What follows belongs to an exercise in optimizing a design on an open flow for small area; a production flow would make more cautious choices.
In this exercise RTL edits were held to simulation tests only and were not proved equivalent to the original.
The clock port is modelled as an ideal driver; clocking choices that lean on that would not hold on a real chip.
No activity file was given, so power comes from the tool's default toggle rates.

### flow/config.mk
export PLATFORM = sky130hd
export DESIGN_NAME = final_project
export DESIGN_NICKNAME = final_project
export VERILOG_FILES = /design/flow/design.v
export SDC_FILE = /design/flow/constraint.sdc
export NUM_CORES = 4
export LEC_CHECK = 0
export CAP_MARGIN = 20
export CORE_MARGIN = 2
export CORE_UTILIZATION = 40
export SLEW_MARGIN = 20
### flow/constraint.sdc
create_clock -name core_clock -period 8.0 [get_ports {clk}]
set_input_delay 1.6000 -clock core_clock [delete_from_list [all_inputs] [get_ports {clk}]]
set_output_delay 1.6000 -clock core_clock [all_outputs]
set_load 0.01 [all_outputs]
### flow/design.v
module final_project(clk, rst, a_in, sw, HEX3, HEX2, HEX1, btn2, btn1, btn0, HEX0, led);
	input clk;
	input rst;
	input [3:0] a_in;
	input [5:0] sw;
	output reg [0:7] HEX3;
	output reg [0:7] HEX2;
	output reg [0:7] HEX1;
	output reg [0:7] HEX0;
	input btn2;
	input btn1;
	input btn0;
	output reg [9:0] led;
	reg [3:0] d3, d2, d1, d0;    
	reg [9:0] n;                 
	reg [3:0] i, j;              
	reg c;                       
	function [0:7] seg;
		input [3:0] k;
		seg = (k == 4'd0) ? 8'b00000011 :
		      (k == 4'd1) ? 8'b10011111 :
		      (k == 4'd2) ? 8'b00100101 :
		      (k == 4'd3) ? 8'b00001101 :
		      (k == 4'd4) ? 8'b10011001 :
		      (k == 4'd5) ? 8'b01001001 :
		      (k == 4'd6) ? 8'b01000001 :
		      (k == 4'd7) ? 8'b00011011 :
		      (k == 4'd8) ? 8'b00000001 :
		      (k == 4'd9) ? 8'b00001001 : 8'b00000000;
	endfunction
	function [3:0] fix;
		input [3:0] v;
		fix = {v[3:1], v[0] & ~(v[3] & (v[2] | v[1]))};
	endfunction
	always @* begin
		HEX3 = (d3 == 4'b1011) ? 8'b11100011 : seg(d3);                  
		HEX2 = (d2 == 4'b1011) ? 8'b00010001 :                           
		       (d2 == 4'b1111) ? 8'b11000101 : seg(d2);                  
		HEX1 = (d1 == 4'b1111) ? 8'b11000101 : seg(d1);                  
		HEX0 = (d0 == 4'b1011) ? 8'b01100001 :                           
		       (d0 == 4'b1111) ? 8'b10000101 : seg(d0);                  
	end
	wire big = a_in[3] & (a_in[2] | a_in[1]);
	wire ld3 = sw[3] & ~big;
	wire [3:0] fa = fix(a_in);
	wire [3:0] h3 = ld3   ? a_in : d3;
	wire [3:0] h2 = sw[2] ? fa : d2;
	wire [3:0] h1 = sw[1] ? fa : d1;
	wire [3:0] h0 = sw[0] ? fa : d0;
	wire guess = sw[5] & ~c;
	wire s = guess & ~sw[4];
	wire e3 = h3 == 4'd1;
	wire e2 = h2 == 4'd2;
	wire e1 = h1 == 4'd3;
	wire e0 = h0 == 4'd4;
	wire nob = ~(e3 | e2 | e1 | e0);
	wire c3 = nob & (h3 == 4'd2 || h3 == 4'd3 || h3 == 4'd4);
	wire c2 = nob & (h2 == 4'd1 || h2 == 4'd3 || h2 == 4'd4);
	wire c1 = nob & (h1 == 4'd1 || h1 == 4'd2 || h1 == 4'd4);
	wire c0 = nob & (h0 == 4'd1 || h0 == 4'd2 || h0 == 4'd3);
	wire [2:0] nb = s ? {2'b0, e3} + {2'b0, e2} + {2'b0, e1} + {2'b0, e0} : 3'd0;
	wire [2:0] nw = s ? {2'b0, c3} + {2'b0, c2} + {2'b0, c1} + {2'b0, c0} : 3'd0;
	wire clr = rst | sw[4];
	wire [3:0] nj = j + {1'b0, nb};
	wire [3:0] ni = i + {1'b0, nw};
	wire good = s & (nj == 4'd4);
	wire res = guess & ~good;
	wire lo = (n[9:4] == 6'd0);
	wire [9:0] hit;
	genvar k;
	generate for (k = 0; k < 10; k = k + 1) begin : g_hit
		assign hit[k] = lo & (n[3:0] == k);
	end endgenerate
	wire lose = ~led[0] | hit[0];
	wire [10:0] t;
	assign t[0] = res;
	generate for (k = 0; k < 10; k = k + 1) begin : g_dec
		assign t[k + 1] = t[k] & ~n[k];
	end endgenerate
	always @(posedge clk) begin
		if (rst) begin
			d3 <= 4'd0; d2 <= 4'd0; d1 <= 4'd0; d0 <= 4'd0;
		end else if (guess) begin
			d3 <= sw[4] ? 4'd0 : fix(nj) | {2'b0, good, 1'b0};  
			d2 <= {1'b1, good, 2'b11};                    
			d1 <= sw[4] ? 4'd0 : fix(ni) | {4{good}};     
			d0 <= {1'b1, good, good, good};               
		end else if (sw[4]) begin
			d3 <= lose ? 4'b1011 : 4'd0;                  
			d2 <= 4'd0;                                   
			d1 <= lose ? 4'd5 : 4'd0;                     
			d0 <= lose ? 4'b1011 : 4'd0;                  
		end else begin
			d3 <= h3; d2 <= h2; d1 <= h1; d0 <= h0;
		end
		if (clr) begin
			i <= 4'd0;
			j <= 4'd0;
		end else begin
			i <= ni;
			j <= nj;
		end
		if (rst) begin
			led <= 10'b1111111111;
			n <= 10'd10;
			c <= 1'b0;
		end else begin
			if (sw[4]) led <= led & ~hit;
			n <= n ^ t;
			c <= res | (c & ~sw[4]);
		end
	end
endmodule
### flow/flow/run.sh
#!/bin/bash
# The standard layout, except:
#  - ABC maps the logic with flow/abc.script.in (area-oriented) instead of ORFS's script,
#    once per seed, keeping the smallest result,
#  - no adder extraction (ABC maps the adders with the rest of the logic),
#  - each port gets a sky130_fd_sc_hd__buf_1 as its port buffer,
#  - the clock tree is built without dummy loads, in clusters of up to 50 sinks.
set -euo pipefail
W=$PWD
export MY_ABC_SCRIPT=$W/flow/abc.script.in
export MY_ABC_SEEDS="0 1 2 3 4 5 6 7 8 9 10 11"
export MY_ABC_DIR=$W
cat flow/abc_override.tcl synth_recipe.tcl > my_synth.tcl
sed "s#SYNTH_SCRIPT=[^ ]*#SYNTH_SCRIPT=$W/my_synth.tcl#" standard.sh > my_standard.sh
export CTS_ARGS="-sink_clustering_enable -repair_clock_nets -sink_clustering_size 50 -sink_clustering_max_diameter 500 -buf_list sky130_fd_sc_hd__clkbuf_8 -root_buf sky130_fd_sc_hd__clkbuf_8 -dont_use_dummy_load"
export BUFFER_PORTS_ARGS="-buffer_cell sky130_fd_sc_hd__buf_1"
bash my_standard.sh ADDER_MAP_FILE= finish > make_finish.log 2>&1
### flow/flow/abc.script.in
strash
&get -n
&deepsyn -T 10 -S @SEED@
&put
dch
amap
### flow/flow/abc_override.tcl
# Run ABC with this flow's area script (flow/abc.script.in) once per seed of its
# &deepsyn step, and keep the netlist with the smallest cell area.
proc abc {args} {
  set i [lsearch -exact $args -script]
  set libs {}
  foreach {k v} $args { if { $k eq "-liberty" } { lappend libs -liberty $v } }
  set tmpl [read [open $::env(MY_ABC_SCRIPT)]]
  yosys design -save my_pre_abc
  set best_area 1e30
  set best_seed -1
  foreach seed $::env(MY_ABC_SEEDS) {
    yosys design -load my_pre_abc
    set f [file join $::env(MY_ABC_DIR) abc_seed$seed.script]
    set fh [open $f w]
    puts $fh [string map [list @SEED@ $seed] $tmpl]
    close $fh
    set a $args
    lset a [expr { $i + 1 }] $f
    yosys abc {*}$a
    set st [yosys tee -q -s result.string stat {*}$libs]
    regexp {Chip area for module [^:]*:\s*([0-9.]+)} $st -> area
    puts "abc seed $seed: area $area"
    if { $area < $best_area } {
      set best_area $area
      set best_seed $seed
      yosys design -save my_best_abc
    }
  }
  puts "abc: kept seed $best_seed, area $best_area"
  yosys design -load my_best_abc
}
### flow/standard.sh
#!/bin/bash
# synth_recipe.tcl (not shown) runs the flow's synth.tcl, then flattens the netlist and writes it again
# the make line also repeats each setting of config.mk as NAME=value (left out here)
make -C /OpenROAD-flow-scripts/flow DESIGN_CONFIG=/design/flow/config.mk WORK_HOME=/design/flow/orfs CLKGATE_MAP_FILE= SYNTH_SCRIPT=/design/flow/synth_recipe.tcl "${@:-finish}"
==> results of run 1 <==
==> kinds of logic (layout without fill, tap and decap cells) <==
group | after synthesis | in the layout | share of synthesized area, %
flip-flops | 45 | 45 | 38.6
AND/OR/NAND/NOR | 120 | 120 | 23.8
buffers and inverters | 44 | 103 | 7.09
AO/OA/AOI/OAI | 111 | 111 | 30.4
==> metal layers <==
layer,vias to the layer above,part of all wire (%)
li1,1284,-
met1,1075,48
met2,51,46
met3,9,4.2
met4,0,1.5
met5,-,0
==> cell type report <==
class                           instances  area share, %
Clock buffer                            5           2.55
Inverter                               44           6.13
Multi-Input combinational cell        231           46.9
Sequential cell                        45           33.4
Tap cell                               72           3.34
Timing Repair Buffer                   54           7.66
==> cells in the final DEF, fill, tap and decap left out, drive strengths merged, types with 2 or more instances in the layout <==
| cell type | synthesis | layout |
|---|---|---|
| a22oi | 3 | 3 |
| clkinv | 44 | 44 |
| o21ai | 28 | 28 |
| o21a | 6 | 6 |
| or2 | 6 | 6 |
| nor2 | 50 | 50 |
| nand2 | 21 | 21 |
| o22a | 11 | 11 |
| o21bai | 2 | 2 |
| nor3 | 12 | 12 |
| nand3 | 7 | 7 |
| nand2b | 3 | 3 |
| a211oi | 3 | 3 |
| o221ai | 6 | 6 |
| o211ai | 4 | 4 |
| o22ai | 17 | 17 |
| nor4 | 3 | 3 |
| clkbuf | 0 | 5 |
| or3 | 7 | 7 |
| nor3b | 2 | 2 |
| a31oi | 2 | 2 |
| dfxtp | 45 | 45 |
| a21oi | 23 | 23 |
| buf | 0 | 54 |
| nor2b | 5 | 5 |
==> state kept, by name, summed over array words and instances (netlist names) <==
register  cells
d0            4
c             1
d1            4
d2            4
n            10
i             4
led          10
d3            4
j             4
==> critical path, delay by kind of cell <==
family | cells | cell delay, ps
buffers and inverters | 6 | 760
AND/OR/NAND/NOR | 18 | 2800
AO/OA/AOI/OAI | 10 | 1770
==> metrics by stage <==
stage               area (sq um)  setup slack (ps)
global placement            2630              1170
CTS                         2700              1320
global route                2700               580
floorplan                   2330              2000
detailed placement          2630              1060
finish                      2700              1300
==> worst min path at each step <==
stage,start,end,slack (ps),cells after the start
6_report,n[9],n[9],470,1
2_1_floorplan,n[9],n[9],430,1
4_1_cts,c,c,470,2
3_3_place_gp,n[9],n[9],450,1
5_1_grt,c,c,500,2
3_5_place_dp,c,c,460,2
==> power by group <==
part	switching [W]	internal (W)	leakage, nW
clock network	0.0000682	0.0000564	0.0359
registers	0.0000109	0.000233	0.366
logic	0.0000639	0.0000367	0.495
==> flow_metrics.env, run 1 <==
export IMPL_met2_usage_pct=30.6
export IMPL_yosysMostFrequentCell="nor2_1"
export IMPL_die_height_um=80.3
export IMPL_layout_nets=396
export IMPL_relSlewSlack_pct=61.2
export IMPL_synth_edf_count=0
export IMPL_cts_buffers=5
export IMPL_worstSetupPathType="input pin to register"
export IMPL_drive_gt1_share_pct=1.58
export IMPL_reg2reg_to="n[9]"
export IMPL_antenna_found_initial=0
export IMPL_cp_required_ps=8220
export IMPL_nFillCells=600
export IMPL_layout_min_cycle_time_ps=6700
export IMPL_first_pass_iters=4
export IMPL_ys_seq_elements=45
export IMPL_final_setup_tns_ps=0
export IMPL_mappedNetlistNets=335
export IMPL_row_count=27
export IMPL_ir_drop_mv=0.105
export IMPL_crit_path_end_kind="register"
export IMPL_worst_r2r_path_depth=30
export IMPL_rsz0062_at_grt="no"
export IMPL_avgSynthCellArea_sq_um=7.28
export IMPL_grt_met1_usage_pct=22.2
export IMPL_synthTopCellsByArea="dfxtp_1, nor2_1, clkinv_1, o21ai_0, a21oi_1"
export IMPL_io_buffers=53
export IMPL_multi_input_area_sq_mm=0.00126
export IMPL_h_tree_depth=2
export IMPL_numClockSinks=45
export IMPL_initial_core_util_pct=41.8
export IMPL_vias_per_cell=5.36
export IMPL_crit_top_cell="nor2_1"
export IMPL_fin_worst_skew_ps=14.9
export IMPL_synth_top_area_cell="dfxtp_1"
export IMPL_drt_iter0_drc=100
export IMPL_grt_pass1_wl_um=9140
export IMPL_tightest_slew_ps=577
export IMPL_gp_congestion=0.829
export IMPL_cellLeakagePower_nw=0.897
export IMPL_synth_top_area_share_pct=38.6
export IMPL_clockBufferDepth=2
export IMPL_critPathMaxFanout=5
export IMPL_ys_types=33
export IMPL_ys_flop_type="dfxtp_1"
export IMPL_track_usage_pct=17.7
export IMPL_core_sq_mm=0.00557
export IMPL_synth_commonest_cells="nor2_1, dfxtp_1, clkinv_1"
export IMPL_drv_slew=0
export IMPL_detail_route_antenna_nets=0
export IMPL_antenna_cells=0
export IMPL_reg2reg_slack_ps=3060
export IMPL_ctsHoldBuffers=0
export IMPL_yosysWarnings=1
export IMPL_cap_violations=0
export IMPL_clk_pin_slew_ps=70
export IMPL_fp_dieW_um=80.3
export IMPL_final_util_pct=48.4
export IMPL_syn2layout_area_growth_pct=15.7
export IMPL_setup_viol=0
export IMPL_vias=2419
export IMPL_arrival_ps=6930
export IMPL_min_path_type="register to register"
export IMPL_top_usage_layer="met2"
export IMPL_critPathSlowestCell="o21ai_0"
export IMPL_post_cts_resized=0
export IMPL_max_stage_delay_ps=300
export IMPL_crit_end="n[9]"
export IMPL_critPathLaunchType="input pin"
export IMPL_drt_total_wl_um=5510
export IMPL_async_reset_ff_share_pct=0
export IMPL_pin_count=57
export IMPL_grt_start_max_net_pins=23
export IMPL_cts_tree="built"
export IMPL_netlist_area_sq_mm=0.00233
export IMPL_placedCellCount=446
export IMPL_instances_no_fill=451
export IMPL_finalPower_w=0.000469
export IMPL_hpwl_um=4250
export IMPL_dieArea_sq_mm=0.00645
export IMPL_drc=0
export IMPL_max_freq_ghz=0.149
export IMPL_final_hold_viol_count=0
export IMPL_clk_latency_ps=300
export IMPL_syn_instance_count=320
export IMPL_grt_util_met3_pct=3.71
export IMPL_timing_rr_start="d3[2]"
export IMPL_power_density_mw_per_mm2=174
export IMPL_crit_start="a_in[2]"
export IMPL_root_buffer="clkbuf_8"
export IMPL_yosysSeqAreaShare_pct=38.6
export IMPL_status="timing/DRC/antenna clean"
export IMPL_overflow=0
export IMPL_whs_ps=472
export IMPL_fin_crit_sh_pct=83.8
export IMPL_cts_setup_buffers=0
export IMPL_wire_per_inst_um=12.2
export IMPL_grt_pass1_vias=2149
export IMPL_seqCellArea_sq_um=901
==> inputs of run 2 (changes only) <==
--- a/flow/design.v
+++ b/flow/design.v
@@ -31,13 +31,13 @@
 	function [3:0] fix;
 		input [3:0] v;
-		fix = {v[3:1], v[0] & ~(v[3] & (v[2] | v[1]))};
+		fix = {v[3:1], v[0] | (v[3] & (v[2] | v[1]))};
 	endfunction
 	always @* begin
-		HEX3 = (d3 == 4'b1011) ? 8'b11100011 : seg(d3);                  
-		HEX2 = (d2 == 4'b1011) ? 8'b00010001 :                           
-		       (d2 == 4'b1111) ? 8'b11000101 : seg(d2);                  
-		HEX1 = (d1 == 4'b1111) ? 8'b11000101 : seg(d1);                  
-		HEX0 = (d0 == 4'b1011) ? 8'b01100001 :                           
-		       (d0 == 4'b1111) ? 8'b10000101 : seg(d0);                  
+		HEX3 = (d3 == 4'b1010) ? 8'b11100011 : seg(d3);                  
+		HEX2 = (d2 == 4'b1010) ? 8'b00010001 :                           
+		       (d2 == 4'b1110) ? 8'b11000101 : seg(d2);                  
+		HEX1 = (d1 == 4'b1110) ? 8'b11000101 : seg(d1);                  
+		HEX0 = (d0 == 4'b1010) ? 8'b01100001 :                           
+		       (d0 == 4'b1110) ? 8'b10000101 : seg(d0);                  
 	end
 	wire big = a_in[3] & (a_in[2] | a_in[1]);
@@ -83,12 +83,12 @@
 		end else if (guess) begin
 			d3 <= sw[4] ? 4'd0 : fix(nj) | {2'b0, good, 1'b0};  
-			d2 <= {1'b1, good, 2'b11};                    
-			d1 <= sw[4] ? 4'd0 : fix(ni) | {4{good}};     
-			d0 <= {1'b1, good, good, good};               
+			d2 <= {1'b1, good, 2'b10};                    
+			d1 <= sw[4] ? 4'd0 : good ? 4'b1110 : fix(ni);     
+			d0 <= {1'b1, good, good, 1'b0};               
 		end else if (sw[4]) begin
-			d3 <= lose ? 4'b1011 : 4'd0;                  
+			d3 <= lose ? 4'b1010 : 4'd0;                  
 			d2 <= 4'd0;                                   
 			d1 <= lose ? 4'd5 : 4'd0;                     
-			d0 <= lose ? 4'b1011 : 4'd0;                  
+			d0 <= lose ? 4'b1010 : 4'd0;                  
 		end else begin
 			d3 <= h3; d2 <= h2; d1 <= h1; d0 <= h0;
==> flow/flow/run.sh (replaced) <==
#!/bin/bash
# The standard layout, except:
#  - ABC maps the logic with flow/abc.script.in (area-oriented) instead of ORFS's script,
#    once per seed, keeping the smallest result,
#  - no adder extraction (ABC maps the adders with the rest of the logic),
#  - each port gets a sky130_fd_sc_hd__buf_1 as its port buffer,
#  - the clock tree is built without dummy loads, in clusters of up to 50 sinks,
#    and its buffers are then shrunk while the clock slew stays low (flow/resize_cts.tcl).
set -euo pipefail
W=$PWD
export MY_ABC_SCRIPT=$W/flow/abc.script.in
export MY_ABC_SEEDS="$(seq -s " " 0 23)"
export MY_ABC_DIR=$W
cat flow/abc_override.tcl synth_recipe.tcl > my_synth.tcl
sed "s#SYNTH_SCRIPT=[^ ]*#SYNTH_SCRIPT=$W/my_synth.tcl#" standard.sh > my_standard.sh
export CTS_ARGS="-sink_clustering_enable -repair_clock_nets -sink_clustering_size 50 -sink_clustering_max_diameter 500 -buf_list sky130_fd_sc_hd__clkbuf_8 -root_buf sky130_fd_sc_hd__clkbuf_8 -dont_use_dummy_load"
export POST_CTS_TCL=$W/flow/resize_cts.tcl
export BUFFER_PORTS_ARGS="-buffer_cell sky130_fd_sc_hd__buf_1"
bash my_standard.sh ADDER_MAP_FILE= finish > make_finish.log 2>&1
==> flow/flow/resize_cts.tcl (new file) <==
# Shrink the clock buffers CTS placed: the root buffer only drives the other
# clock buffers, and each leaf buffer takes the smallest size that keeps its
# flip-flops' clock slew under a margin.
set block [ord::get_db_block]
set db [ord::get_db]
set slew_cap 0.110
proc out_net { inst } {
  foreach it [$inst getITerms] { if { [$it isOutputSignal] } { return [$it getNet] } }
  return ""
}
proc max_clk_slew { } {
  set mx 0
  foreach p [get_pins -hierarchical */CLK] {
    set s [get_property $p slew_max]
    if { $s > $mx } { set mx $s }
  }
  return $mx
}
set clkbufs {}
foreach inst [$block getInsts] {
  if { [string match "sky130_fd_sc_hd__clkbuf_*" [[$inst getMaster] getName]] } { lappend clkbufs $inst }
}
estimate_parasitics -placement
puts "clock slew before: [max_clk_slew]"
foreach inst $clkbufs {
  set orig [[$inst getMaster] getName]
  foreach size {1 2 4 8} {
    set m "sky130_fd_sc_hd__clkbuf_$size"
    if { $m eq $orig } { break }
    $inst swapMaster [$db findMaster $m]
    estimate_parasitics -placement
    if { [max_clk_slew] <= $slew_cap } {
      puts "[$inst getName]: $orig -> $m"
      set orig ""
      break
    }
    $inst swapMaster [$db findMaster $orig]
  }
}
estimate_parasitics -placement
puts "clock slew after: [max_clk_slew]"
==> run 2 against run 1 <==
First-iteration DRC count rose by 43%; synthesized cell count rose by 4.7%; sequential cell count did not move; clock power fell by 14%; total power fell by 2.6%; clock skew rose by 8.5 ps; non-clock buffer count fell by 1; sequential power barely moved; routed wire length rose by 1.6%; area after synthesis rose by 0.27%; critical path type unchanged; largest cell class unchanged; highest routed layer unchanged.
==> flow_metrics.env, run 2 <==
export IMPL_vias_per_cell=5.29
export IMPL_grt_pass1_vias=2116
export IMPL_numClockSinks=45
export IMPL_synth_edf_count=0
export IMPL_final_common_cell="nor2_1"
export IMPL_fin_worst_skew_ps=23.3
export IMPL_cts_tree="built"
export IMPL_layout_min_cycle_time_ps=6560
export IMPL_critPathMaxFanout=5
export IMPL_whs_ps=452
export IMPL_synth_top_area_cell="dfxtp_1"
export IMPL_synth_fa_ha_area_share_pct=0
export IMPL_first_pass_iters=4
export IMPL_row_count=27
export IMPL_syn_instance_count=335
export IMPL_relSlewSlack_pct=48.7
export IMPL_synth_top_family_by_area="compound AO/OA/AOI/OAI gates"
export IMPL_synth_top_area_share_pct=38.5
export IMPL_worst_r2r_path_depth=28
export IMPL_min_path_type="register to register"
export IMPL_drive_gt1_share_pct=1.02
export IMPL_overflow=0
export IMPL_detail_route_antenna_nets=0
export IMPL_pre_cts_slack_ps=909
export IMPL_clk_latency_ps=500
export IMPL_async_reset_ff_share_pct=0
export IMPL_setup_ws_ps=1440
export IMPL_clk_pin_slew_ps=90
export IMPL_drv_slew=0
export IMPL_pin_count=57
export IMPL_synth_commonest_cells="nor2_1, clkinv_1, dfxtp_1"
export IMPL_antenna_found_initial=0
export IMPL_drc=0
export IMPL_cap_violations=0
export IMPL_antenna_cells=0
export IMPL_die_height_um=80.4
export IMPL_reg2reg_slack_ps=2910
export IMPL_netlist_area_sq_mm=0.00234
export IMPL_tightest_slew_ps=769
export IMPL_io_buffers=53
export IMPL_timing_rr_start="d0[1]"
export IMPL_hp_start="c"
export IMPL_fp_dieW_um=80.4
export IMPL_crit_path_end_kind="register"
export IMPL_drt_iter0_drc=143
export IMPL_hpwl_um=4350
export IMPL_ys_seq_elements=45
export IMPL_wire_per_inst_um=12.0
export IMPL_reg2reg_to="n[9]"
export IMPL_ir_drop_mv=0.0868
export IMPL_reg_top3="led (10), n (10)"
export IMPL_grt_start_max_net_pins=20
export IMPL_max_freq_ghz=0.152
export IMPL_syn2layout_area_growth_pct=14.6
export IMPL_synth_compound_area_share_pct=27.5
export IMPL_cp_required_ps=8430
export IMPL_core_sq_mm=0.00557
export IMPL_layout_nets=410
export IMPL_worstSetupPathType="input pin to register"
export IMPL_ys_flop_type="dfxtp_1"
export IMPL_critPathLaunchType="input pin"
export IMPL_grt_pass1_wl_um=9090
export IMPL_status="timing/DRC/antenna clean"
export IMPL_mappedNetlistNets=350
export IMPL_fin_crit_sh_pct=82.0
export IMPL_yosysWarnings=1
export IMPL_power_density_mw_per_mm2=171
export IMPL_layout_common_cells="nor2_1, buf_1, clkinv_1, dfxtp_1, nand2_1"
export IMPL_ys_types=30
export IMPL_hold_depth=2
export IMPL_vias=2458
export IMPL_track_usage_pct=17.7
export IMPL_min_to="c"
export IMPL_cellLeakagePower_nw=0.938
export IMPL_yosysSeqAreaShare_pct=38.5
export IMPL_final_hold_viol_count=0
export IMPL_dieArea_sq_mm=0.00647
export IMPL_gp_congestion=0.800
export IMPL_rsz0062_at_grt="no"
export IMPL_arrival_ps=6990
export IMPL_drt_total_wl_um=5600
export IMPL_synthTopCellsByArea="dfxtp_1, nor2_1, clkinv_1, o21ai_0, nand2_1"
export IMPL_crit_top_cell="nor2_1"
export IMPL_max_stage_delay_ps=310
export IMPL_critPathSlowestCell="nor3_1"
export IMPL_setup_viol=0
export IMPL_yosysMostFrequentCell="nor2_1"
export IMPL_avgSynthCellArea_sq_um=6.98
export IMPL_initial_core_util_pct=41.9
export IMPL_synth_mux_area_share_pct=0
export IMPL_synthXorXnorAreaFrac_pct=0
export IMPL_final_setup_tns_ps=0
export IMPL_synth_simple_gate_area_share_pct=26.8
-- run 2: cell types whose count changed in the layout (fill, tap and decap cells not counted), moves of 3 or more --
cell and change:
o21a_1 -3, nor3_1 -3, nor2b_1 -3, or2_0 +3, nand2_1 +13, nor2_1 +16
o22a_1 -3
-- run 2: power by group --
group	total, W	switching, W	internal [W]	leakage [nW]
Combinational	0.000105	0.0000692	0.0000361	0.544
Sequential	0.000244	0.0000105	0.000234	0.366
Clock	0.000107	0.0000665	0.0000407	0.0274
Total	0.000457	0.000146	0.000311	0.938
-- run 2: cell type report --
cell class                      instances  area [sq um]
Clock buffer                            5          52.6
Fill cell                             589          2900
Inverter                               45           169
Multi-Input combinational cell        245          1270
Sequential cell                        45           901
Tap cell                               72          90.1
Timing Repair Buffer                   53           199
-- run 2: worst max path at each step --
stage	startpoint	endpoint	slack (ps)
3_3_place_gp	a_in[1]	n[9]	1010
2_1_floorplan	a_in[1]	n[9]	1940
5_1_grt	a_in[1]	n[9]	620
3_5_place_dp	a_in[1]	n[9]	910
6_report	a_in[1]	n[9]	1440
-- run 2: logic make-up (layout without fill, tap and decap cells) --
kind of cell    after synthesis  count (layout)
buf+inv                      45             103
simple gates                142             142
compound gates              103             103
flops                        45              45
-- run 2: stage by stage --
| stage | instance area, sq um | total power, W | std cells | util, % |
|---|---|---|---|---|
| 2_1_floorplan | 2340 | 0.000323 | 335 | - |
| 3_3_place_gp | 2630 | 0.000353 | 460 | 47.1 |
| 3_5_place_dp | 2630 | 0.000354 | 460 | 47.1 |
| 5_1_grt | 2680 | 0.000487 | 465 | 48.1 |
| 6_report | 2680 | 0.000457 | 465 | 48.1 |
-- run 2: routing by layer --
layer | vias up | global-route usage (%) | wire length, um
met5 | - | 0 | 0
met2 | 60 | 30.3 | 2580
met1 | 1097 | 21.9 | 2630
met3 | 2 | 3.93 | 358
li1 | 1299 | - | -
met4 | 0 | 5.59 | 31
-- run 2: critical path: cells and delay by family --
kind | cells | cell delay [ps]
AOI/OAI and AO/OA | 10 | 1550
buffers and inverters | 2 | 320
and+or+nand+nor | 23 | 3510
==> inputs of run 3 (changes only) <==
--- a/flow/flow/run.sh
+++ b/flow/flow/run.sh
@@ -1,6 +1,7 @@
 #!/bin/bash
 # The standard layout, except:
-#  - ABC maps the logic with flow/abc.script.in (area-oriented) instead of ORFS's script,
-#    once per seed, keeping the smallest result,
+#  - ABC maps the logic with flow/abc.script.in (area-oriented) instead of ORFS's script:
+#    101 seeds are tried stand-alone (flow/abc_try.sh), the best 4 rerun in yosys and the
+#    smallest result kept (flow/abc_override.tcl),
 #  - no adder extraction (ABC maps the adders with the rest of the logic),
 #  - each port gets a sky130_fd_sc_hd__buf_1 as its port buffer,
@@ -10,5 +11,6 @@
 W=$PWD
 export MY_ABC_SCRIPT=$W/flow/abc.script.in
-export MY_ABC_SEEDS="$(seq -s " " 0 23)"
+export MY_ABC_SEEDS="$(seq -s " " 0 100)"
+export MY_ABC_TRY=$W/flow/abc_try.sh
 export MY_ABC_DIR=$W
 cat flow/abc_override.tcl synth_recipe.tcl > my_synth.tcl
==> flow/flow/abc_override.tcl (replaced) <==
# Run ABC with this flow's area script (flow/abc.script.in), trying many seeds
# of its &deepsyn step: every seed is tried in a stand-alone ABC on the logic
# yosys hands to ABC (in parallel), then yosys's abc runs the best few seeds
# and the netlist with the smallest cell area is kept.
proc abc {args} {
  set i [lsearch -exact $args -script]
  set libs {}
  set rl "read_lib -w"
  set lib_files {}
  for { set k 0 } { $k < [llength $args] - 1 } { incr k } {
    set v [lindex $args [expr { $k + 1 }]]
    switch -- [lindex $args $k] {
      -liberty { lappend libs -liberty $v; lappend lib_files $v }
      -dont_use { append rl " -X $v" }
    }
  }
  append rl " [join $lib_files { }]"
  set abc_bin yosys-abc
  if { [info exists ::env(YOSYS_EXE)] } {
    set abc_bin [file join [file dirname $::env(YOSYS_EXE)] yosys-abc]
  }
  set dir $::env(MY_ABC_DIR)
  set tmpl [read [open $::env(MY_ABC_SCRIPT)]]
  yosys design -save my_pre_abc
  # 1. the logic as ABC sees it, and the library as yosys gives it to ABC
  set f [file join $dir abc_dump.script]
  set fh [open $f w]
  puts $fh "write_blif [file join $dir abc_in.blif]\nstrash\ndch\namap"
  close $fh
  set a $args
  lset a [expr { $i + 1 }] $f
  yosys abc {*}$a
  # 2. try every seed stand-alone
  set seeds [exec bash $::env(MY_ABC_TRY) $abc_bin [file join $dir abc_in.blif] $::env(MY_ABC_SCRIPT) $rl {*}$::env(MY_ABC_SEEDS)]
  puts "abc seeds by stand-alone area: $seeds"
  # 3. run the best few in yosys
  yosys design -load my_pre_abc
  set best_area 1e30
  set best_seed -1
  foreach seed [lrange $seeds 0 3] {
    yosys design -load my_pre_abc
    set f [file join $dir abc_seed$seed.script]
    set fh [open $f w]
    puts $fh [string map [list @SEED@ $seed] $tmpl]
    close $fh
    set a $args
    lset a [expr { $i + 1 }] $f
    yosys abc {*}$a
    set st [yosys tee -q -s result.string stat {*}$libs]
    regexp {Chip area for module [^:]*:\s*([0-9.]+)} $st -> area
    puts "abc seed $seed: area $area"
    if { $area < $best_area } {
      set best_area $area
      set best_seed $seed
      yosys design -save my_best_abc
    }
  }
  puts "abc: kept seed $best_seed, area $best_area"
  yosys design -load my_best_abc
}
==> flow/flow/abc_try.sh (new file) <==
#!/bin/bash
# usage: abc_try.sh ABC_BINARY IN.blif SCRIPT.in "READ_LIB_CMD" SEED...
# Runs SCRIPT.in (with @SEED@ replaced) on IN.blif for every seed, in parallel,
# and prints the seeds ordered by mapped cell area (smallest first).
abc=$1; blif=$2; tmpl=$3; rl=$4; shift 4
export abc blif tmpl rl
printf '%s\n' "$@" | xargs -P "${NUM_CORES:-4}" -I{} bash -c '
  s={}
  script=$(sed "s/@SEED@/$s/g" "$tmpl" | tr "\n" ";")
  a=$("$abc" -c "$rl; read_blif $blif; $script print_stats" 2>&1 | grep -o "area =[0-9.]*" | tail -1 | cut -d= -f2)
  echo "${a:-1e30} $s"
' | sort -g | awk '{print $2}' | tr '\n' ' '
==> run 3 against run 2 <==
Routed wire length shrank 1.6%; still clean on timing, DRC and antenna; critical endpoint unchanged; sequential share of layout area rose by 0.27 points; critical path depth decreased by 3; non-clock buffer count rose by 1; design area shrank 0.79%; clock skew about the same; sequential power barely moved; via count decreased by 0.98%.
==> flow_metrics.env, run 3 <==
export IMPL_status="timing/DRC/antenna clean"
export IMPL_fin_worst_skew_ps=23.3
export IMPL_rsz0062_at_grt="no"
export IMPL_cellLeakagePower_nw=0.926
export IMPL_tightest_slew_ps=972
export IMPL_dieArea_sq_mm=0.00641
export IMPL_fp_dieW_um=80.1
export IMPL_ir_drop_mv=0.115
export IMPL_syn_instance_count=334
export IMPL_final_hold_viol_count=0
export IMPL_drc=0
export IMPL_drive_gt1_share_pct=1.27
export IMPL_multi_input_area_sq_mm=0.00123
export IMPL_yosysWarnings=1
export IMPL_max_stage_delay_ps=390
export IMPL_arrival_ps=6620
export IMPL_clk_pin_slew_ps=80
export IMPL_swShare_pct=33.8
export IMPL_fin_crit_sh_pct=77.6
export IMPL_worstSetupPathType="input pin to register"
export IMPL_die_height_um=80.1
export IMPL_critPathSlowestCell="nor4_1"
export IMPL_synth_commonest_cells="nor2_1, clkinv_1, dfxtp_1"
export IMPL_yosysMostFrequentCell="nor2_1"
export IMPL_final_setup_tns_ps=0
export IMPL_yosysSeqAreaShare_pct=38.9
export IMPL_gp_congestion=0.806
export IMPL_ys_seq_elements=45
export IMPL_ys_flop_type="dfxtp_1"
export IMPL_pin_count=57
export IMPL_synth_top_area_share_pct=38.9
export IMPL_numClockSinks=45
export IMPL_max_freq_ghz=0.161
export IMPL_crit_top_cell="nand2_1"
export IMPL_clk_latency_ps=520
export IMPL_ys_types=30
export IMPL_clockPowerShare_pct=21.7
export IMPL_overflow=0
export IMPL_hpwl_um=4290
export IMPL_track_usage_pct=18.1
export IMPL_netlist_area_sq_mm=0.00231
export IMPL_first_pass_iters=5
export IMPL_drt_iter0_drc=52
export IMPL_p_int_w=0.000313
export IMPL_mappedNetlistNets=349
export IMPL_cp_required_ps=8410
export IMPL_vias=2434
export IMPL_wire_per_inst_um=11.9
export IMPL_core_sq_mm=0.00554
export IMPL_detail_route_antenna_nets=0
export IMPL_p_sw_w=0.000160
export IMPL_power_density_mw_per_mm2=178
export IMPL_reg2reg_slack_ps=3010
export IMPL_layout_common_cells="nor2_1, buf_1, clkinv_1"
export IMPL_seqCellArea_sq_um=901
export IMPL_min_path_type="register to register"
export IMPL_synth_top_area_cell="dfxtp_1"
export IMPL_seqPwrFrac_pct=52.0
export IMPL_grt_pass1_vias=2219
export IMPL_reg_top3="led (10), n (10)"
export IMPL_avgSynthCellArea_sq_um=6.93
export IMPL_layout_min_cycle_time_ps=6210
export IMPL_grt_start_max_net_pins=22
export IMPL_synth_edf_count=0
export IMPL_cts_tree="built"
export IMPL_antenna_cells=0
export IMPL_drv_slew=0
export IMPL_hold_depth=1
export IMPL_synthTopCellsByArea="dfxtp_1, nor2_1, clkinv_1, o21ai_0, nand2_1"
export IMPL_setup_viol=0
export IMPL_worst_r2r_path_depth=29
export IMPL_crit_path_end_kind="register"
export IMPL_syn2layout_area_growth_pct=14.8
export IMPL_initial_core_util_pct=41.8
export IMPL_critPathMaxFanout=5
export IMPL_relSlewSlack_pct=33.5
export IMPL_whs_ps=461
export IMPL_async_reset_ff_share_pct=0
export IMPL_io_buffers=53
export IMPL_layout_nets=410
export IMPL_cap_violations=0
export IMPL_nFillCells=571
export IMPL_combinationalPowerShare_pct=26.3
export IMPL_antenna_found_initial=0
export IMPL_row_count=27
export IMPL_vias_per_cell=5.23
export IMPL_critPathLaunchType="input pin"
export IMPL_drt_total_wl_um=5510
export IMPL_final_common_cell="nor2_1"
export IMPL_grt_pass1_wl_um=9360
[run 3: cell types whose count changed in the layout (fill, tap and decap cells not counted), sizes merged, moves of 3 or more]
cell | before | now
a21oi | 24 | 19
or2 | 9 | 6
or3 | 6 | 0
nand2 | 34 | 40
clkinv | 45 | 49
[run 3: cells by family after synthesis]
logic type | after synthesis | synth area share (%)
buffers and inverters | 49 | 7.95
DFF | 45 | 38.9
xor gates and xnor gates | 1 | 0.378
and+or+nand+nor | 137 | 24.9
AOI/OAI and AO/OA | 102 | 27.8
[run 3: metrics by stage]
stage	std cells	utilization [%]	cell area (sq um)	worst slack [ps]	power (W)
2_1_floorplan	334	-	2310	2300	0.000338
3_3_place_gp	460	47.1	2610	1390	0.000373
3_5_place_dp	460	47.1	2610	1350	0.000374
5_1_grt	465	48.0	2660	1220	0.000506
6_report	465	48.0	2660	1790	0.000472
[run 3: worst max-delay path, delay by kind of cell]
family          cells  cell delay (ps)
compound gates     11             1920
simple gates       19             2830
buf+inv             2              250
[run 3: power groups by stage]
stage	logic [W]	registers [W]	clock network (W)
final	0.000124	0.000245	0.000103
after global routing	0.000143	0.000247	0.000116
after detailed placement	0.000123	0.000251	0
after global placement	0.000122	0.000251	0
after floorplan	0.0000891	0.000249	0
[run 3: final cells by class]
class,count,area share [%]
multi-input combinational,240,46.3
sequential,45,33.9
timing repair buffer,54,7.77
inverter,49,6.92
tap,72,3.39
clock buffer,5,1.74
[run 3: path summary, 6_finish.rpt]
path,from,endpoint
worst max-delay path,a_in[1],n[9]
worst max register to register,d2[0],n[9]
worst min-delay path,n[9],n[9]
worst min register to register,n[9],n[9]
[run 3: metal layers]
| layer | wire (um) | global-route usage [%] |
|---|---|---|
| met5 | 0 | 0 |
| met1 | 2550 | 22.2 |
| met2 | 2620 | 31.8 |
| met3 | 314 | 4.94 |
| met4 | 29 | 3.90 |
==> inputs of run 4 (changes only) <==
--- a/flow/design.v
+++ b/flow/design.v
@@ -4,8 +4,8 @@
 	input [3:0] a_in;
 	input [5:0] sw;
-	output reg [0:7] HEX3;
-	output reg [0:7] HEX2;
-	output reg [0:7] HEX1;
-	output reg [0:7] HEX0;
+	output [0:7] HEX3;
+	output [0:7] HEX2;
+	output [0:7] HEX1;
+	output [0:7] HEX0;
 	input btn2;
 	input btn1;
@@ -16,29 +16,44 @@
 	reg [3:0] i, j;              
 	reg c;                       
-	function [0:7] seg;
-		input [3:0] k;
-		seg = (k == 4'd0) ? 8'b00000011 :
-		      (k == 4'd1) ? 8'b10011111 :
-		      (k == 4'd2) ? 8'b00100101 :
-		      (k == 4'd3) ? 8'b00001101 :
-		      (k == 4'd4) ? 8'b10011001 :
-		      (k == 4'd5) ? 8'b01001001 :
-		      (k == 4'd6) ? 8'b01000001 :
-		      (k == 4'd7) ? 8'b00011011 :
-		      (k == 4'd8) ? 8'b00000001 :
-		      (k == 4'd9) ? 8'b00001001 : 8'b00000000;
-	endfunction
 	function [3:0] fix;
 		input [3:0] v;
-		fix = {v[3:1], v[0] | (v[3] & (v[2] | v[1]))};
+		reg big_;
+		begin
+			big_ = v[3] & (v[2] | v[1]);
+			fix = v | {3'b0, big_};
+		end
 	endfunction
-	always @* begin
-		HEX3 = (d3 == 4'b1010) ? 8'b11100011 : seg(d3);                  
-		HEX2 = (d2 == 4'b1010) ? 8'b00010001 :                           
-		       (d2 == 4'b1110) ? 8'b11000101 : seg(d2);                  
-		HEX1 = (d1 == 4'b1110) ? 8'b11000101 : seg(d1);                  
-		HEX0 = (d0 == 4'b1010) ? 8'b01100001 :                           
-		       (d0 == 4'b1110) ? 8'b10000101 : seg(d0);                  
-	end
+	assign HEX3[0] = (~d3[3] & ~d3[2] & ~d3[1] & d3[0]) | (d3[3] & d3[1] & ~d3[0]) | (d3[2] & ~d3[1] & ~d3[0]);
+	assign HEX3[1] = ~((d3[3] & d3[0]) | (~d3[3] & ~d3[2]) | (~d3[1] & ~d3[0]) | (d3[1] & d3[0]));
+	assign HEX3[2] = (~d3[2] & d3[1] & ~d3[0]);
+	assign HEX3[3] = (~d3[3] & ~d3[2] & ~d3[1] & d3[0]) | (~d3[3] & d3[2] & d3[1] & d3[0]) | (d3[2] & ~d3[1] & ~d3[0]);
+	assign HEX3[4] = (d3[2] & ~d3[1] & ~d3[0]) | (~d3[3] & d3[0]) | (~d3[2] & ~d3[1] & d3[0]);
+	assign HEX3[5] = ~((~d3[1] & ~d3[0]) | (d3[2]) | (d3[3]));
+	assign HEX3[6] = (~d3[3] & ~d3[2] & ~d3[1]) | (d3[3] & d3[1] & ~d3[0]) | (~d3[3] & d3[2] & d3[1] & d3[0]);
+	assign HEX3[7] = (~d3[3]) | (~d3[0]) | (~d3[2] & ~d3[1]);
+	assign HEX2[0] = ~((~d2[2] & ~d2[0]) | (d2[3] & d2[0]) | (d2[2] & d2[0]) | (~d2[3] & d2[1]));
+	assign HEX2[1] = (d2[2] & d2[1] & ~d2[0]) | (~d2[3] & d2[2] & ~d2[1] & d2[0]);
+	assign HEX2[2] = (~d2[3] & ~d2[2] & d2[1] & ~d2[0]);
+	assign HEX2[3] = (~d2[3] & ~d2[2] & ~d2[1] & d2[0]) | (~d2[3] & d2[2] & d2[1] & d2[0]) | (d2[3] & ~d2[2] & d2[1] & ~d2[0]) | (d2[2] & ~d2[1] & ~d2[0]);
+	assign HEX2[4] = (~d2[3] & d2[0]) | (~d2[2] & ~d2[1] & d2[0]) | (~d2[3] & d2[2] & ~d2[1]);
+	assign HEX2[5] = (d2[3] & d2[2] & ~d2[0]) | (~d2[3] & ~d2[2] & d2[0]) | (~d2[3] & ~d2[2] & d2[1]);
+	assign HEX2[6] = (~d2[3] & ~d2[2] & ~d2[1]) | (~d2[3] & d2[2] & d2[1] & d2[0]);
+	assign HEX2[7] = (~d2[3]) | (~d2[0]) | (~d2[2] & ~d2[1]);
+	assign HEX1[0] = ~((~d1[2] & ~d1[0]) | (d1[3] & d1[0]) | (d1[2] & d1[0]) | (~d1[3] & d1[1]));
+	assign HEX1[1] = (d1[2] & d1[1] & ~d1[0]) | (~d1[3] & d1[2] & ~d1[1] & d1[0]);
+	assign HEX1[2] = (~d1[2] & d1[1] & ~d1[0]);
+	assign HEX1[3] = (~d1[3] & ~d1[2] & ~d1[1] & d1[0]) | (~d1[3] & d1[2] & d1[1] & d1[0]) | (d1[2] & ~d1[1] & ~d1[0]);
+	assign HEX1[4] = (d1[2] & ~d1[1] & ~d1[0]) | (~d1[3] & d1[0]) | (~d1[2] & ~d1[1] & d1[0]);
+	assign HEX1[5] = ~((~d1[1] & ~d1[0]) | (~d1[3] & d1[2]) | (d1[3] & d1[0]));
+	assign HEX1[6] = (~d1[3] & ~d1[2] & ~d1[1]) | (~d1[3] & d1[2] & d1[1] & d1[0]);
+	assign HEX1[7] = (~d1[3]) | (~d1[0]) | (~d1[2] & ~d1[1]);
+	assign HEX0[0] = ~((~d0[2] & ~d0[0]) | (d0[3] & d0[0]) | (d0[2] & d0[0]) | (~d0[3] & d0[1]));
+	assign HEX0[1] = (d0[3] & ~d0[2] & d0[1] & ~d0[0]) | (~d0[3] & d0[2] & ~d0[1] & d0[0]) | (~d0[3] & d0[2] & d0[1] & ~d0[0]);
+	assign HEX0[2] = (~d0[2] & d0[1] & ~d0[0]);
+	assign HEX0[3] = (~d0[3] & ~d0[2] & ~d0[1] & d0[0]) | (~d0[3] & d0[2] & d0[1] & d0[0]) | (d0[2] & ~d0[1] & ~d0[0]);
+	assign HEX0[4] = (~d0[3] & d0[0]) | (~d0[2] & ~d0[1] & d0[0]) | (~d0[3] & d0[2] & ~d0[1]);
+	assign HEX0[5] = (d0[3] & d0[2] & ~d0[0]) | (~d0[3] & ~d0[2] & d0[0]) | (~d0[3] & ~d0[2] & d0[1]);
+	assign HEX0[6] = (~d0[3] & ~d0[2] & ~d0[1]) | (~d0[3] & d0[2] & d0[1] & d0[0]);
+	assign HEX0[7] = (~d0[3]) | (~d0[0]) | (~d0[2] & ~d0[1]);
 	wire big = a_in[3] & (a_in[2] | a_in[1]);
 	wire ld3 = sw[3] & ~big;
@@ -82,13 +97,13 @@
 			d3 <= 4'd0; d2 <= 4'd0; d1 <= 4'd0; d0 <= 4'd0;
 		end else if (guess) begin
-			d3 <= sw[4] ? 4'd0 : fix(nj) | {2'b0, good, 1'b0};  
-			d2 <= {1'b1, good, 2'b10};                    
-			d1 <= sw[4] ? 4'd0 : good ? 4'b1110 : fix(ni);     
-			d0 <= {1'b1, good, good, 1'b0};               
+			d3 <= sw[4] ? 4'd0 : good ? 4'd6 : fix(nj);      
+			d2 <= good ? 4'd14 : 4'd10;                         
+			d1 <= sw[4] ? 4'd0 : good ? 4'd14 : fix(ni);      
+			d0 <= good ? 4'd14 : 4'd8;                         
 		end else if (sw[4]) begin
-			d3 <= lose ? 4'b1010 : 4'd0;                  
+			d3 <= lose ? 4'd10 : 4'd0;                      
 			d2 <= 4'd0;                                   
 			d1 <= lose ? 4'd5 : 4'd0;                     
-			d0 <= lose ? 4'b1010 : 4'd0;                  
+			d0 <= lose ? 4'd10 : 4'd0;                      
 		end else begin
 			d3 <= h3; d2 <= h2; d1 <= h1; d0 <= h0;
==> run 4 against run 3 <==
Synthesized cell count shrank 2.7%; area after synthesis shrank 0.97%; final cell count shrank 1.9%; total power shrank 8.0%; critical endpoint unchanged; still clean on timing, DRC and antenna; critical path type unchanged; via count shrank 2.4%; die area shrank 0.92%; fmax shrank 2.8%.
==> flow_metrics.env, run 4 <==
export IMPL_status="timing/DRC/antenna clean"
export IMPL_final_util_pct=47.9
export IMPL_seqCellArea_sq_um=901
export IMPL_timing_rr_start="d0[1]"
export IMPL_syn2layout_area_growth_pct=15.0
export IMPL_synth_top_area_share_pct=39.3
export IMPL_reg2reg_slack_ps=3130
export IMPL_swShare_pct=30.9
export IMPL_critPathSlowestCell="nor3_1"
export IMPL_crit_top_cell="nand2_1"
export IMPL_reg_top3="led (10), n (10)"
export IMPL_drt_total_wl_um=5280
export IMPL_final_setup_tns_ps=0
export IMPL_fin_worst_skew_ps=28.6
export IMPL_die_height_um=79.7
export IMPL_syn_instance_count=325
export IMPL_synth_top_family_by_area="compound AO/OA/AOI/OAI gates"
export IMPL_setup_viol=0
export IMPL_track_usage_pct=18.3
export IMPL_ys_seq_elements=45
export IMPL_clk_latency_ps=500
export IMPL_yosysMostFrequentCell="nor2_1"
export IMPL_layout_min_cycle_time_ps=6390
export IMPL_reg2reg_to="n[9]"
export IMPL_layout_nets=401
export IMPL_gp_congestion=0.828
export IMPL_dpl_instance_area_sq_mm=0.00259
export IMPL_arrival_ps=6790
export IMPL_vias=2375
export IMPL_antenna_found_initial=0
export IMPL_first_pass_iters=4
export IMPL_min_to="n[9]"
export IMPL_antenna_cells=0
export IMPL_crit_path_end_kind="register"
export IMPL_hold_depth=1
export IMPL_seqPwrFrac_pct=55.5
export IMPL_yosysWarnings=1
export IMPL_p_sw_w=0.000134
export IMPL_cp_required_ps=8400
export IMPL_ys_flop_type="dfxtp_1"
export IMPL_worst_r2r_path_depth=28
export IMPL_io_buffers=53
export IMPL_yosysSeqAreaShare_pct=39.3
export IMPL_grt_pass1_wl_um=9300
export IMPL_netlist_area_sq_mm=0.00229
export IMPL_row_count=27
export IMPL_pre_cts_slack_ps=1150
export IMPL_clk_pin_slew_ps=80
export IMPL_wire_per_inst_um=11.6
export IMPL_pin_count=57
export IMPL_worstSetupPathType="input pin to register"
export IMPL_hp_start="n[9]"
export IMPL_synth_fa_ha_area_share_pct=0
export IMPL_synth_compound_area_share_pct=27.8
export IMPL_drv_slew=0
export IMPL_initial_core_util_pct=41.6
export IMPL_relSlewSlack_pct=64.3
export IMPL_synth_commonest_cells="nor2_1, dfxtp_1, clkinv_1"
export IMPL_numClockSinks=45
export IMPL_async_reset_ff_share_pct=0
export IMPL_dieArea_sq_mm=0.00635
export IMPL_finalPower_w=0.000434
export IMPL_critPathLaunchType="input pin"
export IMPL_max_freq_ghz=0.157
export IMPL_min_path_type="register to register"
export IMPL_drive_gt1_share_pct=1.30
export IMPL_clockPowerShare_pct=23.4
export IMPL_avgSynthCellArea_sq_um=7.05
export IMPL_synth_mux_area_share_pct=0
export IMPL_design_area_sq_mm=0.00264
export IMPL_drc=0
export IMPL_combinationalPowerShare_pct=21.1
export IMPL_max_stage_delay_ps=350
export IMPL_grt_start_max_net_pins=21
export IMPL_tightest_slew_ps=534
export IMPL_vias_per_cell=5.21
export IMPL_synth_simple_gate_area_share_pct=26.4
export IMPL_multi_input_area_sq_mm=0.00125
export IMPL_hpwl_um=4080
export IMPL_cts_tree="built"
export IMPL_cellLeakagePower_nw=0.920
export IMPL_setup_ws_ps=1610
export IMPL_synthXorXnorAreaFrac_pct=0.382
export IMPL_nFillCells=593
export IMPL_synthTopCellsByArea="dfxtp_1, nor2_1, o21ai_0, clkinv_1, a21oi_1"
export IMPL_fp_dieW_um=79.7
export IMPL_grt_pass1_vias=2162
export IMPL_overflow=0
export IMPL_power_density_mw_per_mm2=165
export IMPL_ir_drop_mv=0.106
export IMPL_final_common_cell="nor2_1"
export IMPL_ys_types=31
export IMPL_mappedNetlistNets=340
export IMPL_fin_crit_sh_pct=79.8
export IMPL_cap_violations=0
export IMPL_core_sq_mm=0.00551
export IMPL_synth_top_area_cell="dfxtp_1"
export IMPL_drt_iter0_drc=88
export IMPL_detail_route_antenna_nets=0
export IMPL_layout_common_cells="nor2_1, buf_1, dfxtp_1"
export IMPL_final_hold_viol_count=0
export IMPL_synth_edf_count=0
export IMPL_rsz0062_at_grt="no"
export IMPL_p_int_w=0.000300
export IMPL_critPathMaxFanout=5
==> run 4: routing by layer <==
layer	GRT usage (%)	part of all wire (%)
met5	0	0
met4	5.17	1.0
met3	4.30	5.5
met2	32.1	47
met1	22.1	46
==> run 4: worst max path at each step <==
stage,slack [ps],to,depth (start not counted),start
6_report,1610,n[9],32,a_in[1]
5_1_grt,710,n[9],32,a_in[2]
3_5_place_dp,1150,n[9],32,a_in[1]
2_1_floorplan,2170,n[9],31,a_in[1]
3_3_place_gp,1270,n[9],32,a_in[1]
==> run 4: kinds of logic (layout without fill, tap and decap cells) <==
family                 count (synthesis)  count (layout)
AND/OR/NAND/NOR                      138             138
buffers and inverters                 37              96
flip-flops                            45              45
XOR/XNOR                               1               1
AO/OA/AOI/OAI                        104             104
==> run 4: stage by stage <==
step / hold WS [ps] / cells
floorplan: 435 / 325
global placement: 453 / 451
detailed placement: 458 / 451
global route: 500 / 456
finish: 467 / 456
==> run 4: layout make-up <==
class                      count  share of cell area, %
clock buffer                   5                   1.76
inverter                      37                   5.27
multi-input combinational    243                   47.5
sequential                    45                   34.2
tap                           72                   3.42
timing repair buffer          54                   7.83
==> run 4: power by group through the flow <==
stage / registers, W / clock network [W] / logic [W]
2_1_floorplan: 0.000244 / 0 / 0.0000656
3_3_place_gp: 0.000246 / 0 / 0.0000905
3_5_place_dp: 0.000246 / 0 / 0.0000915
5_1_grt: 0.000243 / 0.000115 / 0.000106
6_report: 0.000241 / 0.000102 / 0.0000916
==> run 4: worst max-delay path: cells and delay by family <==
kind	cells	cell delay, ps
and+or+nand+nor	18	2820
buffers and inverters	3	440
AOI/OAI and AO/OA	11	1940
==> inputs of run 5 (changes only) <==
--- a/flow/flow/run.sh
+++ b/flow/flow/run.sh
@@ -1,7 +1,7 @@
 #!/bin/bash
 # The standard layout, except:
-#  - ABC maps the logic with flow/abc.script.in (area-oriented) instead of ORFS's script:
-#    101 seeds are tried stand-alone (flow/abc_try.sh), the best 4 rerun in yosys and the
-#    smallest result kept (flow/abc_override.tcl),
+#  - ABC maps the logic with flow/abc.script.in or flow/abc2.script.in (area-oriented)
+#    instead of ORFS's script: both with 101 seeds are tried stand-alone (flow/abc_try.sh),
+#    the best 4 rerun in yosys and the smallest result kept (flow/abc_override.tcl),
 #  - no adder extraction (ABC maps the adders with the rest of the logic),
 #  - each port gets a sky130_fd_sc_hd__buf_1 as its port buffer,
@@ -10,6 +10,6 @@
 set -euo pipefail
 W=$PWD
-export MY_ABC_SCRIPT=$W/flow/abc.script.in
-export MY_ABC_SEEDS="$(seq -s " " 0 100)"
+export MY_ABC_SCRIPTS="$W/flow/abc.script.in $W/flow/abc2.script.in"
+export MY_ABC_CANDIDATES="$(for k in 0 1; do for s in $(seq 0 100); do printf '%s:%s ' $k $s; done; done)"
 export MY_ABC_TRY=$W/flow/abc_try.sh
 export MY_ABC_DIR=$W
==> flow/flow/abc2.script.in (new file) <==
strash
&get -n
&deepsyn -T 10 -S @SEED@
&put
dch -r
amap -m
--- a/flow/flow/abc_override.tcl
+++ b/flow/flow/abc_override.tcl
@@ -1,5 +1,5 @@
-# Run ABC with this flow's area script (flow/abc.script.in), trying many seeds
-# of its &deepsyn step: every seed is tried in a stand-alone ABC on the logic
-# yosys hands to ABC (in parallel), then yosys's abc runs the best few seeds
+# Run ABC with this flow's area scripts (flow/abc*.script.in), trying many seeds
+# of their &deepsyn step: every script and seed is tried in a stand-alone ABC on
+# the logic yosys hands to ABC (in parallel), then yosys's abc runs the best few
 # and the netlist with the smallest cell area is kept.
 proc abc {args} {
@@ -21,5 +21,5 @@
   }
   set dir $::env(MY_ABC_DIR)
-  set tmpl [read [open $::env(MY_ABC_SCRIPT)]]
+  set tmpls $::env(MY_ABC_SCRIPTS)
   yosys design -save my_pre_abc
   # 1. the logic as ABC sees it, and the library as yosys gives it to ABC
@@ -32,6 +32,6 @@
   yosys abc {*}$a
   # 2. try every seed stand-alone
-  set seeds [exec bash $::env(MY_ABC_TRY) $abc_bin [file join $dir abc_in.blif] $::env(MY_ABC_SCRIPT) $rl {*}$::env(MY_ABC_SEEDS)]
-  puts "abc seeds by stand-alone area: $seeds"
+  set seeds [exec bash $::env(MY_ABC_TRY) $abc_bin [file join $dir abc_in.blif] $rl $tmpls {*}$::env(MY_ABC_CANDIDATES)]
+  puts "abc candidates by stand-alone area: $seeds"
   # 3. run the best few in yosys
   yosys design -load my_pre_abc
@@ -40,7 +40,9 @@
   foreach seed [lrange $seeds 0 3] {
     yosys design -load my_pre_abc
-    set f [file join $dir abc_seed$seed.script]
+    lassign [split $seed :] k s
+    set tmpl [read [open [lindex $tmpls $k]]]
+    set f [file join $dir abc_${k}_$s.script]
     set fh [open $f w]
-    puts $fh [string map [list @SEED@ $seed] $tmpl]
+    puts $fh [string map [list @SEED@ $s] $tmpl]
     close $fh
     set a $args
==> flow/flow/abc_try.sh (replaced) <==
#!/bin/bash
# usage: abc_try.sh ABC_BINARY IN.blif "READ_LIB_CMD" "SCRIPT0.in SCRIPT1.in ..." CANDIDATE...
# A candidate is K:S, script K with seed S (@SEED@ replaced). Runs every candidate
# on IN.blif in parallel and prints the candidates ordered by mapped cell area.
abc=$1; blif=$2; rl=$3; tmpls=$4; shift 4
export abc blif rl tmpls
printf '%s\n' "$@" | xargs -P "${NUM_CORES:-4}" -I{} bash -c '
  c={}
  k=${c%%:*}; s=${c##*:}
  read -r -a t <<< "$tmpls"
  script=$(sed "s/@SEED@/$s/g" "${t[$k]}" | tr "\n" ";")
  a=$("$abc" -c "$rl; read_blif $blif; $script print_stats" 2>&1 | grep -o "area =[0-9.]*" | tail -1 | cut -d= -f2)
  echo "${a:-1e30} $c"
' | sort -g | awk '{print $2}' | tr '\n' ' '
==> run 5 against run 4 <==
Routed wire length up 3.4%; utilization fell by 0.11 points; critical path depth is the same; via count is 1.2% higher.
==> flow_metrics.env, run 5 <==
export IMPL_status="timing/DRC/antenna clean"
export IMPL_drv_slew=0
export IMPL_hpwl_um=4190
export IMPL_rsz0062_at_grt="no"
export IMPL_nFillCells=597
export IMPL_final_setup_tns_ps=0
export IMPL_synthTopCellsByArea="dfxtp_1, nor2_1, o21ai_0, a21oi_1, clkinv_1"
export IMPL_grt_pass1_vias=2173
export IMPL_vias=2404
export IMPL_drc=0
export IMPL_dieArea_sq_mm=0.00634
export IMPL_ys_flop_type="dfxtp_1"
export IMPL_crit_path_end_kind="register"
export IMPL_design_area_sq_mm=0.00263
export IMPL_cp_required_ps=8420
export IMPL_critPathSlowestCell="nor3_1"
export IMPL_mappedNetlistNets=339
export IMPL_synth_mux_area_share_pct=0
export IMPL_pin_count=57
export IMPL_setup_ws_ps=1720
export IMPL_yosysSeqAreaShare_pct=39.4
export IMPL_ys_types=30
export IMPL_worstSetupPathType="input pin to register"
export IMPL_syn_instance_count=324
export IMPL_layout_nets=400
export IMPL_detail_route_antenna_nets=0
export IMPL_antenna_cells=0
export IMPL_max_stage_delay_ps=340
export IMPL_critPathLaunchType="input pin"
export IMPL_setup_viol=0
export IMPL_finalPower_w=0.000434
export IMPL_relSlewSlack_pct=63.8
export IMPL_synth_top_area_cell="dfxtp_1"
export IMPL_synth_top_family_by_area="compound AO/OA/AOI/OAI gates"
export IMPL_tightest_slew_ps=541
export IMPL_syn2layout_area_growth_pct=15.0
export IMPL_wire_per_inst_um=12.0
export IMPL_die_height_um=79.6
export IMPL_synth_compound_area_share_pct=28.4
export IMPL_numClockSinks=45
export IMPL_synth_fa_ha_area_share_pct=0
export IMPL_power_density_mw_per_mm2=165
export IMPL_pre_cts_slack_ps=1240
export IMPL_synthXorXnorAreaFrac_pct=0.383
export IMPL_clk_pin_slew_ps=80
export IMPL_reg_top3="led (10), n (10)"
export IMPL_overflow=0
export IMPL_cts_tree="built"
export IMPL_critPathMaxFanout=5
export IMPL_layout_common_cells="nor2_1, buf_1, dfxtp_1"
export IMPL_gp_congestion=0.853
export IMPL_grt_pass1_wl_um=9280
export IMPL_synth_commonest_cells="nor2_1, dfxtp_1, clkinv_1"
export IMPL_netlist_area_sq_mm=0.00229
export IMPL_io_buffers=53
export IMPL_max_freq_ghz=0.159
export IMPL_ir_drop_mv=0.108
export IMPL_cellLeakagePower_nw=0.920
export IMPL_fp_dieW_um=79.6
export IMPL_dpl_instance_area_sq_mm=0.00258
export IMPL_antenna_found_initial=0
export IMPL_clk_latency_ps=530
export IMPL_fin_worst_skew_ps=31.3
export IMPL_yosysMostFrequentCell="nor2_1"
export IMPL_fin_crit_sh_pct=78.5
export IMPL_ys_seq_elements=45
export IMPL_crit_top_cell="nand2_1"
export IMPL_layout_min_cycle_time_ps=6280
export IMPL_cap_violations=0
export IMPL_initial_core_util_pct=41.5
export IMPL_core_sq_mm=0.00551
export IMPL_avgSynthCellArea_sq_um=7.06
export IMPL_yosysWarnings=1
export IMPL_vias_per_cell=5.28
export IMPL_track_usage_pct=18.2
export IMPL_drive_gt1_share_pct=1.31
export IMPL_final_hold_viol_count=0
export IMPL_drt_iter0_drc=135
export IMPL_row_count=27
export IMPL_synth_top_area_share_pct=39.4
export IMPL_synth_simple_gate_area_share_pct=25.9
export IMPL_grt_start_max_net_pins=21
export IMPL_drt_total_wl_um=5460
export IMPL_arrival_ps=6710
export IMPL_first_pass_iters=5
export IMPL_final_common_cell="nor2_1"
export IMPL_synth_edf_count=0
export IMPL_min_path_type="register to register"
export IMPL_async_reset_ff_share_pct=0
## run 5: kinds of logic after synthesis
kind of cell | count (synthesis)
AO/OA/AOI/OAI | 106
XOR/XNOR | 1
buffers and inverters | 36
flip-flops | 45
AND/OR/NAND/NOR | 136
## run 5: worst max-delay path: cells and delay by family
kind / cells / cell delay (ps)
AO/OA/AOI/OAI: 11 / 1960
buffers and inverters: 3 / 420
AND/OR/NAND/NOR: 18 / 2730
## run 5: final cells by class
cell class / count / area (sq um) / share of cell area [%]
Multi-Input combinational cell: 243 / 1250 / 47.5
Tap cell: 72 / 90.1 / 3.43
Sequential cell: 45 / 901 / 34.3
Timing Repair Buffer: 54 / 206 / 7.85
Clock buffer: 5 / 46.3 / 1.76
Inverter: 36 / 135 / 5.14
## run 5: stage by stage
step	hold slack [ps]	cells	utilization, %
6_report	470	455	47.7
5_1_grt	498	455	47.7
3_3_place_gp	454	450	46.9
2_1_floorplan	435	324	-
3_5_place_dp	458	450	46.9
## run 5: path summary, 6_finish.rpt
kind	slack, ps	end	cells after the start	startpoint
worst min-delay path	470	c	2	c
worst max register to register	3040	n[9]	28	d0[1]
worst min register to register	470	c	2	c
worst max-delay path	1720	n[9]	32	a_in[2]
## run 5: power breakdown
group	internal [W]	leakage [nW]	switching [W]
Sequential	0.000232	0.366	0.00000884
Clock	0.0000354	0.0248	0.0000661
Combinational	0.0000321	0.529	0.0000591
Total	0.000300	0.920	0.000134
## run 5: layer usage
| metal | track usage [%] | wire (um) |
|---|---|---|
| met1 | 21.8 | 2540 |
| met2 | 32.0 | 2520 |
| met3 | 4.19 | 332 |
| met4 | 6.03 | 76 |
| met5 | 0 | 0 |

[separate check: timing with driven ports]
The flow's constraints put no driver on any port. The routed layouts listed below were extracted and timed again, unchanged, in two steps.
Step 1 assumes that a clkbuf_16 drives the clock port and a buf_2 every other input.
Step 2, shift: input delay + t, output delay - t, t = (earliest + latest rising clock arrival at the registers) / 2. This alone moves slack from input paths to output paths.
Three values: ideal, step 1, step 2; two values: the first two.
| run | shift t [ns] | setup WS [ns] | worst setup path at the end |
|---|---|---|---|
| run 1 | 0.316 | 1.296 / 1.302 / 0.986 | input to register |
| run 2 | 0.518 | 1.438 / 1.434 / 0.916 | input to register |
| run 3 | 0.534 | 1.792 / 1.795 / 1.260 | input to register |
| run 4 | 0.512 | 1.612 / 1.610 / 1.098 | input to register |
| run 5 | 0.536 | 1.717 / 1.718 / 1.182 | input to register |
After both steps setup and hold are still met in every run listed. The setup slack of run 5, which loses most, moves by +0.001 ns with the drivers and by -0.535 ns with both steps.
